Source: an optimization exercise on an open RTL-to-GDS flow (aim: small area). Production flows keep margins and buffers that such runs may drop. In this exercise RTL edits were held to simulation tests only and were not proved equivalent to the original. Power figures rest on the tool's default switching activity, not on a simulated workload.

==> flow/design.v <==
module RISC (destinoWrWB,escribir,PCsrc,result,PCoutMEM,NReset,clk,alu_outMEM,WriteDataInMEM,datoMemOut,InstruccionIn,PCinIF,MemWriteInMEM);
  input  [31:0] datoMemOut,InstruccionIn;
  input         NReset,clk;
  output        escribir,PCsrc,MemWriteInMEM;
  output [3:0]  destinoWrWB;
  output [31:0] result,PCoutMEM,alu_outMEM,PCinIF,WriteDataInMEM;
  reg [31:0] pc;                  
  reg [3:0]  opD;                 
  reg [27:0] insD;                
  reg [11:0] extD;                
  reg [3:0]  opE;                 
  reg [27:0] insE;
  reg [11:0] extE;
  reg [31:0] aluM;                
  reg [31:0] xM;                  
  reg        jumpM,brJM,brEqM,brNeM,memwM,regwM,ldM;
  reg [3:0]  dstM;
  reg [31:0] resW;                
  reg        wrW;
  reg [3:0]  dstW;
  reg [31:0]  rf [0:15];          
  reg [15:0]  rfv;                
  reg [15:0]  selA, selB;         
  wire zeroM  = ~|aluM;
  wire pcsrcM = brJM | (brEqM & zeroM) | (brNeM & ~zeroM);
  wire [31:0] pc1 = pc + 32'd1;
  wire [16:0] im  = InstruccionIn[16:0];
  wire [16:0] tp  = pc[16:0] ^ im;
  wire [16:0] tg  = pc[16:0] & im;
  wire [16:0] ts0, tsm;
  wire [4:0]  tbc;
  assign tbc[0] = 1'b1;
  genvar tk, tj;
  generate
    for (tk = 0; tk < 4; tk = tk + 1) begin : TBLK
      localparam integer LO = 4*tk;
      localparam integer W  = (tk == 3) ? 5 : 4;
      wire [W:0] cc;
      wire [W:0] t;
      assign cc[0] = (tk == 0) ? 1'b1 : 1'b0;
      assign t[0]  = (tk == 0) ? 1'b0 : tbc[tk];
      for (tj = 0; tj < W; tj = tj + 1) begin : TBIT
        assign ts0[LO+tj] = tp[LO+tj] ^ cc[tj];
        assign cc[tj+1]   = tg[LO+tj] | (cc[tj] & tp[LO+tj]);
        assign tsm[LO+tj] = ts0[LO+tj] ^ t[tj];
        assign t[tj+1]    = t[tj] & ts0[LO+tj];
      end
      if (tk == 0) begin : C0
        assign tbc[tk+1] = cc[W];
      end else begin : CK
        assign tbc[tk+1] = cc[W] | (tbc[tk] & (&ts0[LO+W-1:LO]));
      end
    end
  endgenerate
  wire        tinc = tbc[4] & ~im[16];
  wire        tdec = ~tbc[4] & im[16];
  wire [15:0] pa, pb;
  assign pa[0] = 1'b1;
  assign pb[0] = 1'b1;
  generate
    for (tk = 0; tk < 15; tk = tk + 1) begin : THI
      assign pa[tk+1] = pa[tk] & pc[17+tk];
      assign pb[tk+1] = pb[tk] & ~pc[17+tk];
    end
  endgenerate
  wire [31:0] tgtF = {pc[31:17] ^ ({15{tinc}} & pa[14:0]) ^ ({15{tdec}} & pb[14:0]), tsm};
  wire        brF  = ~InstruccionIn[31];
  assign PCinIF   = pc;
  assign PCsrc    = pcsrcM;
  assign PCoutMEM = jumpM ? aluM : xM;
  always @(posedge clk or negedge NReset)
    if (!NReset) pc <= 32'd0;
    else         pc <= pcsrcM ? PCoutMEM : pc1;
  always @(posedge clk or negedge NReset)
    if (!NReset) begin
      opD <= 4'b1100;
      opE <= 4'b1100;
    end else begin
      opD <= InstruccionIn[31:28];
      opE <= opD;
    end
  wire       isStD = (opD == 4'b1011);
  wire       isJiD = (opD == 4'b1110);
  wire [3:0] aA = (isStD | isJiD) ? insD[27:24] : insD[23:20];
  wire [3:0] aB = isStD ? insD[23:20] : (opD[3] ? insD[16:13] : insD[27:24]);
  wire [15:0] rfvN = rfv | ({15'd0, wrW} << dstW);
  always @(posedge clk) begin
    insD <= {InstruccionIn[27:20], brF ? tgtF[19:0] : InstruccionIn[19:0]};
    extD <= tgtF[31:20];
    insE <= insD;
    extE <= extD;
    selA <= (16'd1 << aA) & rfvN;
    selB <= (16'd1 << aB) & rfvN;
  end
  wire [3:0] rd = insE[27:24];
  wire isSt  = (opE == 4'b1011);
  wire isJi  = (opE == 4'b1110);
  reg [31:0] A, B;
  integer i;
  always @(*) begin
    A = 32'd0; B = 32'd0;
    for (i = 0; i < 16; i = i + 1) begin
      A = A | ({32{selA[i]}} & rf[i]);
      B = B | ({32{selB[i]}} & rf[i]);
    end
  end
  wire [31:0] imm17 = {{15{insE[16]}}, insE[16:0]};
  wire [31:0] imm   = isJi ? {{12{insE[19]}}, insE[19:0]} : imm17;
  wire useImm = opE[3] & ~(opE[2:0] == 3'b000) & ~(opE[2:0] == 3'b111);
  wire [31:0] d2 = useImm ? imm : B;
  reg [2:0] funct;
  always @(*)
    case (opE[3:1])
      3'b100:        funct = insE[19:17];
      3'b101, 3'b111: funct = 3'b001;
      3'b110:        funct = 3'b000;
      default:       funct = 3'b010;
    endcase
  wire sub = (funct == 3'b010);
  wire fS  = (funct == 3'b001) | sub;                  
  wire fP  = (funct == 3'b110) | (funct == 3'b100);    
  wire fG  = (funct == 3'b011) | (funct == 3'b100);    
  wire fN  = (funct == 3'b101);                        
  wire [31:0] bx = d2 ^ {32{sub}};
  wire [31:0] p  = A ^ bx;
  wire [31:0] g  = A & bx;
  wire [31:0] s0, sm;
  wire [8:0]  bc;                 
  assign bc[0] = sub;
  genvar k, j;
  generate
    for (k = 0; k < 8; k = k + 1) begin : BLK
      wire [4:0] cc;              
      wire [4:0] t;               
      assign cc[0] = (k == 0) ? sub : 1'b0;
      assign t[0]  = (k == 0) ? 1'b0 : bc[k];
      for (j = 0; j < 4; j = j + 1) begin : BIT
        assign s0[4*k+j] = p[4*k+j] ^ cc[j];
        assign cc[j+1]   = g[4*k+j] | (cc[j] & p[4*k+j]);
        assign sm[4*k+j] = s0[4*k+j] ^ t[j];
        assign t[j+1]    = t[j] & s0[4*k+j];
      end
      if (k == 0) begin : C0
        assign bc[k+1] = cc[4];
      end else begin : CK
        assign bc[k+1] = cc[4] | (bc[k] & (&s0[4*k+3:4*k]));
      end
    end
  endgenerate
  wire [31:0] alu = ({32{fS}} & sm) | ({32{fP}} & p) | ({32{fG}} & g) | ({32{fN}} & ~A);
  wire brJ  = opE[3] & (opE[2:1] == 2'b11);
  wire brEq = ~opE[3] & (opE[2:1] == 2'b11);
  wire brNe = ~opE[3] & (opE[2:1] != 2'b11) & (opE[2:1] != 2'b00);
  wire [31:0] target = {extE, insE[19:0]};
  always @(posedge clk or negedge NReset)
    if (!NReset) begin
      brJM   <= 1'b0;
      brEqM  <= 1'b0;
      brNeM  <= 1'b0;
      memwM  <= 1'b0;
      regwM  <= 1'b0;
    end else begin
      brJM   <= brJ;
      brEqM  <= brEq;
      brNeM  <= brNe;
      memwM  <= isSt;
      regwM  <= (opE[3:2] == 2'b10) & (opE[1:0] != 2'b11);
    end
  always @(posedge clk) begin
    aluM  <= alu;
    xM    <= opE[3] ? B : target;
    jumpM <= opE[3];
    ldM   <= (opE == 4'b1010);
    dstM  <= rd;
  end
  assign alu_outMEM     = aluM;
  assign MemWriteInMEM  = memwM;
  assign WriteDataInMEM = xM;
  always @(posedge clk or negedge NReset)
    if (!NReset) wrW <= 1'b0;
    else         wrW <= regwM;
  always @(posedge clk) begin
    resW <= ldM ? datoMemOut : aluM;
    dstW <= dstM;
  end
  assign escribir    = wrW;
  assign destinoWrWB = dstW;
  assign result      = resW;
  genvar r;
  generate
    for (r = 0; r < 16; r = r + 1) begin : RF
      always @(posedge clk)
        if (wrW && dstW == r) rf[r] <= resW;
    end
  endgenerate
  always @(posedge clk or negedge NReset)
    if (!NReset) rfv <= 16'd0;
    else         rfv <= rfvN;
endmodule
==> flow/config.mk <==
export PLATFORM = sky130hd
export DESIGN_NAME = RISC
export DESIGN_NICKNAME = RISC
export VERILOG_FILES = /design/flow/design.v
export SDC_FILE = /design/flow/constraint.sdc
export NUM_CORES = 4
export LEC_CHECK = 0
export CAP_MARGIN = 0
export CORE_MARGIN = 2
export CORE_UTILIZATION = 60
export SLEW_MARGIN = 0
==> flow/constraint.sdc <==
create_clock -name core_clock -period 8.0 [get_ports {clk}]
set_input_delay 1.6000 -clock core_clock [delete_from_list [all_inputs] [get_ports {clk}]]
set_output_delay 1.6000 -clock core_clock [all_outputs]
set_load 0.01 [all_outputs]
standard.sh (not shown) runs the stock make flow with config.mk's settings and CLKGATE_MAP_FILE= SYNTH_SCRIPT=/design/flow/synth_recipe.tcl, a recipe that flattens the netlist after the stock synthesis.
==> flow/flow/run.sh <==
#!/bin/bash
# Own flow: the standard layout (standard.sh), with two changes:
#  - the port buffers use the smallest buffer cell (buf_1) instead of the one
#    buffer_ports picks by default;
#  - clock tree synthesis clusters more sinks per leaf buffer and adds no dummy loads.
# Each tool's output goes to the ORFS logs; standard.sh's output to standard.log.
set -e
export BUFFER_PORTS_ARGS="-buffer_cell sky130_fd_sc_hd__buf_1"
export CTS_ARGS="-sink_clustering_enable -repair_clock_nets -dont_use_dummy_load -buf_list sky130_fd_sc_hd__clkbuf_8 -sink_clustering_size 20 -sink_clustering_max_diameter 50"
bash standard.sh > standard.log 2>&1
==> next run, changes <==
--- a/flow/flow/run.sh
+++ b/flow/flow/run.sh
@@ -9 +9 @@
-export CTS_ARGS="-sink_clustering_enable -repair_clock_nets -dont_use_dummy_load -buf_list sky130_fd_sc_hd__clkbuf_8 -sink_clustering_size 20 -sink_clustering_max_diameter 50"
+export CTS_ARGS="-sink_clustering_enable -repair_clock_nets -dont_use_dummy_load -sink_clustering_size 30 -sink_clustering_max_diameter 60"
Settings changed: CAP_MARGIN 0 to 20, SLEW_MARGIN 0 to 20.
The new run finished with timing, DRC and antenna clean.
Routed wire length stays flat.
Sequential share of layout area shrinks by 0.32 points.
Clock-buffer cell count came out lower by 24.
Combinational power is about the same.
Setup slack is worse by 5.8 ps.
Critical path depth is unchanged.
Power came out higher by about 2.4%.
Core utilization increases by 0.37 points.
Die area is unchanged.
First-iteration DRC count goes down by about 4%.

-- separate check: timing with driven ports --
Ports are ideal in the flow. The routed layouts listed here were re-timed in OpenROAD.
Step 1 (the two cells are an assumption about what drives the block):
set clk [get_ports {clk}]
set_driving_cell -lib_cell sky130_fd_sc_hd__clkbuf_16 $clk
set_driving_cell -lib_cell sky130_fd_sc_hd__buf_2 [delete_from_list [all_inputs] $clk]
Step 2 times the ports against the registers' clock, not the clock port: input delays grow and output delays shrink by t, the midpoint of the rising clock arrivals with the driver on.
a / b / c = no drivers / after step 1 / after step 2; a / b = the first two.
| run | t, ns | setup WS [ns] | hold WS [ns] | worst register clock-pin slew, ns |
|---|---|---|---|---|
| the first run | 0.727 | 1.515 / 1.515 / 1.515 | 0.306 / 0.306 / 0.306 | 0.12 / 0.12 |
| the second run | 0.688 | 1.509 / 1.509 / 1.509 | 0.302 / 0.302 / 0.302 | 0.10 / 0.10 |
After both steps every run listed still meets setup and hold.
